From an optimization exercise on the open Yosys and OpenROAD flow, aimed at small area, a short achievable clock period and few clock cycles; shortcuts taken in it are not production practice.
In this exercise RTL edits were held to simulation tests only and were not proved equivalent to the original.

==> inputs of run F <==
## conv_mac
module conv_mac (
    input         clk,
    input         rst,           
    input         in_valid,
    input  [31:0] OperandA,      
    input  [31:0] OperandB,      
    input  [7:0]  kernel_size,
    output        out_valid,
    output [31:0] result
);
Settings: LEC_CHECK=0, ABC_AREA=1, CAP_MARGIN=60, CORE_MARGIN=2, CORE_UTILIZATION=65, SLEW_MARGIN=60; clock period 44.0 ns.
standard.sh (not shown) runs the stock make flow with config.mk's settings and CLKGATE_MAP_FILE= SYNTH_SCRIPT=/design/flow/synth_recipe.tcl, a recipe that flattens the netlist after the stock synthesis.
==> flow/flow/run.sh <==
#!/bin/bash
# The standard layout (standard.sh) with three changes:
#  - after the standard synthesis, flow/fa_polarity.py re-chooses the
#    polarity of adder and xor cells to drop inverters between them
#    (combinational only; registers and their names are untouched);
#  - the port buffers are sky130_fd_sc_hd__buf_2 cells;
#  - timing repair aims at 34 ns of setup slack at the design's period.
set -euo pipefail
export BUFFER_PORTS_ARGS="-buffer_cell sky130_fd_sc_hd__buf_2"
export SETUP_SLACK_MARGIN=34
bash standard.sh synth > synth.log 2>&1
R=orfs/results/sky130hd/conv_mac/base
cp $R/1_2_yosys.v 1_2_yosys_standard.v
python3 flow/fa_polarity.py 1_2_yosys_standard.v $R/1_2_yosys.v > fa_polarity.log 2>&1
rm -f $R/1_synth.odb
bash standard.sh > standard.log 2>&1
Other scripts of this flow, unchanged in this note and not shown: flow/flow/fa_polarity.py
==> run C: changes against run F <==
Settings changed: CORE_UTILIZATION 65 to 70.
==> notes <==
In run C the routed wire length is higher than in run F, by about 0.9%. Of run C and run F, run C has the higher non-clock buffer count (gap 3).
==> figures <==
	run F	run C
Worst setup path endpoint	result[10]	result[7]
Final Cycle Share	0.228	0.227
Nets	3756	3758
Total length of routed wires	87000 um	87800 um
Dpl cell area	25800 sq um	25700 sq um
GR met2 Demand/Resource	0.697	0.742
Number of vias after detailed routing	25500	26000
Delay of the slowest cell on the worst path	520 ps	530 ps
Run status	complete, no violations	complete, no violations
Initial Utilization	0.661	0.707
Testbench counts of run F, summed over its fixed seeds: cycles 56,460.
Testbench counts of run C, summed over its fixed seeds: cycles 56,460.


==> inputs of run a <==
conv_mac, a different RTL version from the one above (not shown whole).
==> module conv_mac, before the edit <==
module conv_mac (
    input         clk,
    input         rst,           
    input         in_valid,
    input  [31:0] OperandA,      
    input  [31:0] OperandB,      
    input  [7:0]  kernel_size,
    output        out_valid,
    output [31:0] result
);
reg         v_in;
reg  [30:0] a_in, b_in;
reg         s_in;
reg         v_prod;
reg  [31:0] prod;
reg  [7:0]  ksz;    
wire [31:0] mult_result;
always @(posedge clk or negedge rst) begin
    if (~rst) begin
        v_in <= 1'b0;
        v_prod <= 1'b0;
    end else begin
        v_in <= in_valid;
        v_prod <= v_in;
    end
end
always @(posedge clk) begin
    a_in <= OperandA[30:0];
    b_in <= OperandB[30:0];
    s_in <= OperandA[31] ^ OperandB[31];
    prod <= mult_result;
    ksz <= kernel_size;
end
floating_Mult multiplier(
    .OperandA({1'b0, a_in}),
    .OperandB({1'b0, b_in}),
    .sign_in(s_in),
    .out(mult_result)
);
Accumulator accumulator(
    .clk(clk),
    .rst(rst),
    .IN1(prod),
    .in_valid(v_prod),
    .kernel_size(ksz),
    .Accumulator(result),
    .output_valid(out_valid)
);
endmodule
==> flow/config.mk <==
export PLATFORM = sky130hd
export DESIGN_NAME = conv_mac
export DESIGN_NICKNAME = conv_mac
export VERILOG_FILES = /design/flow/design.v
export SDC_FILE = /design/flow/constraint.sdc
export NUM_CORES = 4
export LEC_CHECK = 0
export ABC_AREA = 1
export CAP_MARGIN = 60
export CORE_MARGIN = 2
export CORE_UTILIZATION = 40
export SLEW_MARGIN = 60
==> flow/constraint.sdc <==
create_clock -name core_clock -period 44.0 [get_ports {clk}]
set_input_delay 8.8000 -clock core_clock [delete_from_list [all_inputs] [get_ports {clk}]]
set_output_delay 8.8000 -clock core_clock [all_outputs]
set_load 0.01 [all_outputs]
==> flow/flow/run.sh <==
#!/bin/bash
# Standard layout, with faster port buffers and timing repair aimed at a
# tighter setup target than the clock period requires.
export BUFFER_PORTS_ARGS="-buffer_cell sky130_fd_sc_hd__buf_2"
export SETUP_SLACK_MARGIN=34
bash standard.sh > standard.log 2>&1
==> run b (differences from run a) <==
--- a/flow/design.v
+++ b/flow/design.v
@@ -2621,7 +2621,6 @@
 reg         s_in;
 reg         v_prod;
 reg  [31:0] prod;
-reg  [7:0]  ksz;    
 wire [31:0] mult_result;
 always @(posedge clk or negedge rst) begin
     if (~rst) begin
@@ -2637,7 +2636,6 @@
     b_in <= OperandB[30:0];
     s_in <= OperandA[31] ^ OperandB[31];
     prod <= mult_result;
-    ksz <= kernel_size;
 end
 floating_Mult multiplier(
     .OperandA({1'b0, a_in}),
@@ -2650,7 +2648,7 @@
     .rst(rst),
     .IN1(prod),
     .in_valid(v_prod),
-    .kernel_size(ksz),
+    .kernel_size(kernel_size),
     .Accumulator(result),
     .output_valid(out_valid)
 );
Settings changed: CORE_UTILIZATION 40 to 65, CTS_CLUSTER_DIAMETER set to 100, CTS_CLUSTER_SIZE set to 40.
==> qor summary <==
| quantity | run b | run a |
|---|---|---|
| Status | no timing/DRC/antenna violations | no timing/DRC/antenna violations |
| Total Wirelength | 88600 um | 85500 um |
| Total met3 wirelength after detailed routing | 9380 um | 6680 um |
| Final Cycle Share | 22.7% | 22.9% |
| Wire length per cell | 21.9 um | 19.3 um |
| RePlAce Congestion | 0.987 | 0.938 |
| Width of the chip | 204 um | 260 um |
| Critical Path Start | accumulator.Accumulator[20]$_DFFE_PP_ | accumulator.Accumulator[7]$_DFFE_PP_ |
| Total number of sequential cells | 146 | 154 |
| DR WL met2 | 41300 um | 38700 um |
| Area after DPL | 26800 sq um | 27500 sq um |
| Multi-input gate share of total cell area | 71.6% | 69.8% |
| Area used by multi-input combinational logic | 19900 sq um | 20000 sq um |
| # resized after CTS | 0 | 7 |
| Vias | 26000 | 24300 |
| Number of DRC markers after the initial detailed-route iteration | 3432 | 2164 |
| Count of placed standard cells in the final layout, fillers left out | 4045 | 4422 |
| Filler Cell Count | 3263 | 6709 |
| Vias in the first global route | 25900 | 24000 |
| Setup Skew | 0.0212 ns | 0.0210 ns |
| Final design instance area without fill | 27900 sq um | 28600 sq um |
| Register share of the cell area | 12.1% | 12.3% |
| Clock sink count | 146 | 154 |
| Number of standard-cell rows in the floorplan | 73 | 93 |
| Path depth of the worst reg2reg path | 53 | 58 |
| Cell total after placement | 3980 | 4341 |
| Area growth from synthesis to final layout | 7.51% | 9.11% |
Testbench counts of run a, summed over its fixed seeds: cycles 56,460.
Testbench counts of run b, summed over its fixed seeds: cycles 56,460.


==> try-umber <==
RTL: one of the versions met above, not the one the previous note started from.
export LEC_CHECK = 0
export ABC_AREA = 1
export CAP_MARGIN = 60
export CORE_MARGIN = 2
export CORE_UTILIZATION = 65
export SLEW_MARGIN = 60
create_clock -name core_clock -period 44.0 [get_ports {clk}]
==> flow/flow/run.sh <==
#!/bin/bash
# The standard layout (standard.sh) with three changes:
#  - after the standard synthesis, flow/fa_polarity.py re-chooses the
#    polarity of adder and xor cells to drop inverters between them
#    (combinational only; registers and their names are untouched);
#  - the port buffers are sky130_fd_sc_hd__buf_2 cells;
#  - timing repair aims at 34 ns of setup slack at the design's period.
set -euo pipefail
export BUFFER_PORTS_ARGS="-buffer_cell sky130_fd_sc_hd__buf_2"
export SETUP_SLACK_MARGIN=34
bash standard.sh synth > synth.log 2>&1
R=orfs/results/sky130hd/conv_mac/base
cp $R/1_2_yosys.v 1_2_yosys_standard.v
python3 flow/fa_polarity.py 1_2_yosys_standard.v $R/1_2_yosys.v > fa_polarity.log 2>&1
rm -f $R/1_synth.odb
bash standard.sh > standard.log 2>&1
Other scripts of this flow, unchanged in this note and not shown: flow/flow/fa_polarity.py
==> try-delta (differences from try-umber) <==
--- a/flow/config.mk
+++ b/flow/config.mk
@@ -7,6 +7,6 @@
 export LEC_CHECK = 0
 export ABC_AREA = 1
-export CAP_MARGIN = 60
+export CAP_MARGIN = 30
 export CORE_MARGIN = 2
 export CORE_UTILIZATION = 65
-export SLEW_MARGIN = 60
+export SLEW_MARGIN = 30
==> comparison <==
- In area after synthesis, try-delta and try-umber do not differ.
- Die area is the same in try-umber and try-delta.
- Of try-umber and try-delta, try-delta has the higher via count (gap about 1.4%, measured against try-delta).
- Final area: try-delta is larger than try-umber (1.1%).
- Between try-umber and try-delta, the lower global-route usage is in try-delta (gap 0.063 points).
- Between try-delta and try-umber, the lower clock-buffer cell count is in try-delta (gap 1).
- Between try-delta and try-umber, the lower first-iteration DRC count is in try-delta (gap 5.0%, measured against try-umber).
==> figures <==
item	try-delta	try-umber
Buffer count excluding the clock tree in the final layout	208	182
Area taken by multi-input logic gates	0.0199 mm^2	0.0199 mm^2
Status	no timing/DRC/antenna violations	no timing/DRC/antenna violations
Relative area change from synthesis to final layout	8.60%	7.47%
Final std cell area, no fill	0.0272 mm^2	0.0269 mm^2
Met3 Usage GRT	0.0923	0.113
DR vias/cell	6.61	6.58
Biggest cell delay along the critical path	0.53 ns	0.52 ns
Data arrival time of the critical path	1.22 ns	1.21 ns
Filler cell count	3063	3036
Post-layout net count	3812	3777
R2R Setup Slk	34.52 ns	34.70 ns
Area after detailed placement	0.0257 mm^2	0.0258 mm^2
Worst reg2reg path depth	41	43
Non-clock inverter instance count of the final layout	333	326
Testbench counts of try-umber, summed over its fixed seeds: cycles 56,460.
Testbench counts of try-delta, summed over its fixed seeds: cycles 56,460.


==> quartz: inputs <==
Starting RTL as in the previous note.
==> module conv_mac, before the edit <==
module conv_mac (
    input         clk,
    input         rst,           
    input         in_valid,
    input  [31:0] OperandA,      
    input  [31:0] OperandB,      
    input  [7:0]  kernel_size,
    output        out_valid,
    output [31:0] result
);
reg         v_in;
reg  [30:0] a_in, b_in;
reg         s_in;
reg         v_prod;
reg  [31:0] prod;
wire [31:0] mult_result;
always @(posedge clk or negedge rst) begin
    if (~rst) begin
        v_in <= 1'b0;
        v_prod <= 1'b0;
    end else begin
        v_in <= in_valid;
        v_prod <= v_in;
    end
end
always @(posedge clk) begin
    a_in <= OperandA[30:0];
    b_in <= OperandB[30:0];
    s_in <= OperandA[31] ^ OperandB[31];
    prod <= mult_result;
end
floating_Mult multiplier(
    .OperandA({1'b0, a_in}),
    .OperandB({1'b0, b_in}),
    .sign_in(s_in),
    .out(mult_result)
);
Accumulator accumulator(
    .clk(clk),
    .rst(rst),
    .IN1(prod),
    .in_valid(v_prod),
    .kernel_size(kernel_size),
    .Accumulator(result),
    .output_valid(out_valid)
);
endmodule
==> flow/config.mk <==
export PLATFORM = sky130hd
export DESIGN_NAME = conv_mac
export DESIGN_NICKNAME = conv_mac
export VERILOG_FILES = /design/flow/design.v
export SDC_FILE = /design/flow/constraint.sdc
export NUM_CORES = 4
export LEC_CHECK = 0
export ABC_AREA = 1
export CAP_MARGIN = 60
export CORE_MARGIN = 2
export CORE_UTILIZATION = 65
export SLEW_MARGIN = 60
==> flow/constraint.sdc <==
create_clock -name core_clock -period 44.0 [get_ports {clk}]
set_input_delay 8.8000 -clock core_clock [delete_from_list [all_inputs] [get_ports {clk}]]
set_output_delay 8.8000 -clock core_clock [all_outputs]
set_load 0.01 [all_outputs]
==> flow/flow/run.sh <==
#!/bin/bash
# Standard layout, with faster port buffers and timing repair aimed at a
# tighter setup target than the clock period requires.
export BUFFER_PORTS_ARGS="-buffer_cell sky130_fd_sc_hd__buf_2"
export SETUP_SLACK_MARGIN=34
bash standard.sh > standard.log 2>&1
==> inputs of raven, as changes to quartz <==
--- a/flow/design.v
+++ b/flow/design.v
@@ -2621,6 +2621,7 @@
 reg         s_in;
 reg         v_prod;
 reg  [31:0] prod;
+reg  [7:0]  ksz;    
 wire [31:0] mult_result;
 always @(posedge clk or negedge rst) begin
     if (~rst) begin
@@ -2636,6 +2637,7 @@
     b_in <= OperandB[30:0];
     s_in <= OperandA[31] ^ OperandB[31];
     prod <= mult_result;
+    ksz <= kernel_size;
 end
 floating_Mult multiplier(
     .OperandA({1'b0, a_in}),
@@ -2648,7 +2650,7 @@
     .rst(rst),
     .IN1(prod),
     .in_valid(v_prod),
-    .kernel_size(kernel_size),
+    .kernel_size(ksz),
     .Accumulator(result),
     .output_valid(out_valid)
 );
==> flow/run.sh (new file) <==
#!/bin/bash
# synth_recipe.tcl (not shown) runs the flow's synth.tcl, then flattens the netlist and writes it again
# the make line also repeats each setting of config.mk as NAME=value (left out here)
make -C /OpenROAD-flow-scripts/flow DESIGN_CONFIG=/design/flow/config.mk WORK_HOME=/design/flow/orfs CLKGATE_MAP_FILE= SYNTH_SCRIPT=/design/flow/synth_recipe.tcl finish
--- a/flow/config.mk
+++ b/flow/config.mk
@@ -8,5 +8,5 @@
 export ABC_AREA = 1
 export CAP_MARGIN = 60
 export CORE_MARGIN = 2
-export CORE_UTILIZATION = 65
+export CORE_UTILIZATION = 40
 export SLEW_MARGIN = 60
removed: flow/flow/run.sh
removed: flow/standard.sh
==> run summary <==
                                                             quartz       raven
Num tapcells                                                     525         855
Met2 wire len                                                41.3 mm     38.2 mm
Die Outline Area                                          41,500 µm²  67,700 µm²
Yosys reg bits                                                   146         154
Post-route setup slack                                      34.01 ns    33.44 ns
WL final                                                     88.6 mm     84.2 mm
Via count of the first global-routing pass                    25,865      23,500
GR met3 Demand/Resource                                        0.100      0.0507
Violation count after the first detailed-route iteration       3,432       1,948
Status                              no timing/DRC/antenna violations  no timing/DRC/antenna violations
Setup repair after global routing missed its margin              yes          no
Post-route core utilization                                    0.704       0.443
Die Height                                                    204 µm      260 µm
GR met2 Demand/Resource                                        0.703       0.409
NonClk Buf Share                                              0.0417      0.0514
Die X-Extent                                                  204 µm      260 µm
Share of cell area taken by flip-flops and latches             0.121       0.122
Average wire per standard cell                               21.9 µm     19.3 µm
Routed via count                                              26,003      23,988
Testbench counts of quartz, summed over its fixed seeds: cycles 56,460.
Testbench counts of raven, summed over its fixed seeds: cycles 56,460.

separate check: timing with driven ports:
No port has a modelled driver above. Below, the same layouts with a new extraction and two added sets of constraints.
Step 1 assumes that a clkbuf_16 drives the clock port and a buf_2 every other input.
Step 2 adds t to the input delays and takes it off the output delays; t is the mean of the earliest and latest rising clock arrival at the registers after step 1. Input paths then give back, and output paths get back, about the clock's delay inside the block.
Three values: ideal ports, drivers, drivers and shift; two values: the first two.
run | shift t [ns] | setup slack, ns | worst hold slack (ns) | worst register clock-pin slew, ns
run F | 0.555 | 33.977 / 33.918 / 33.650 | 0.354 / 0.354 / 0.354 | 0.08 / 0.08
run C | 0.522 | 33.991 / 33.930 / 33.663 | 0.358 / 0.358 / 0.358 | 0.08 / 0.08
run a | 0.559 | 33.936 / 33.876 / 34.435 | 0.366 / 0.366 / 0.366 | 0.08 / 0.08
run b | 0.540 | 34.012 / 33.952 / 33.632 | 0.373 / 0.373 / 0.373 | 0.09 / 0.09
try-umber | 0.555 | 33.993 / 33.933 / 33.600 | 0.359 / 0.359 / 0.359 | 0.08 / 0.08
try-delta | 0.557 | 33.975 / 33.915 / 33.559 | 0.358 / 0.358 / 0.358 | 0.08 / 0.08
quartz | 0.540 | 34.012 / 33.952 / 33.632 | 0.373 / 0.373 / 0.373 | 0.09 / 0.09
raven | 0.573 | 33.438 / 33.375 / 33.825 | 0.352 / 0.352 / 0.352 | 0.08 / 0.08
After both steps every run listed still meets setup and hold. The setup slack of try-delta, which loses most, moves by -0.060 ns with the drivers and by -0.416 ns with both steps.
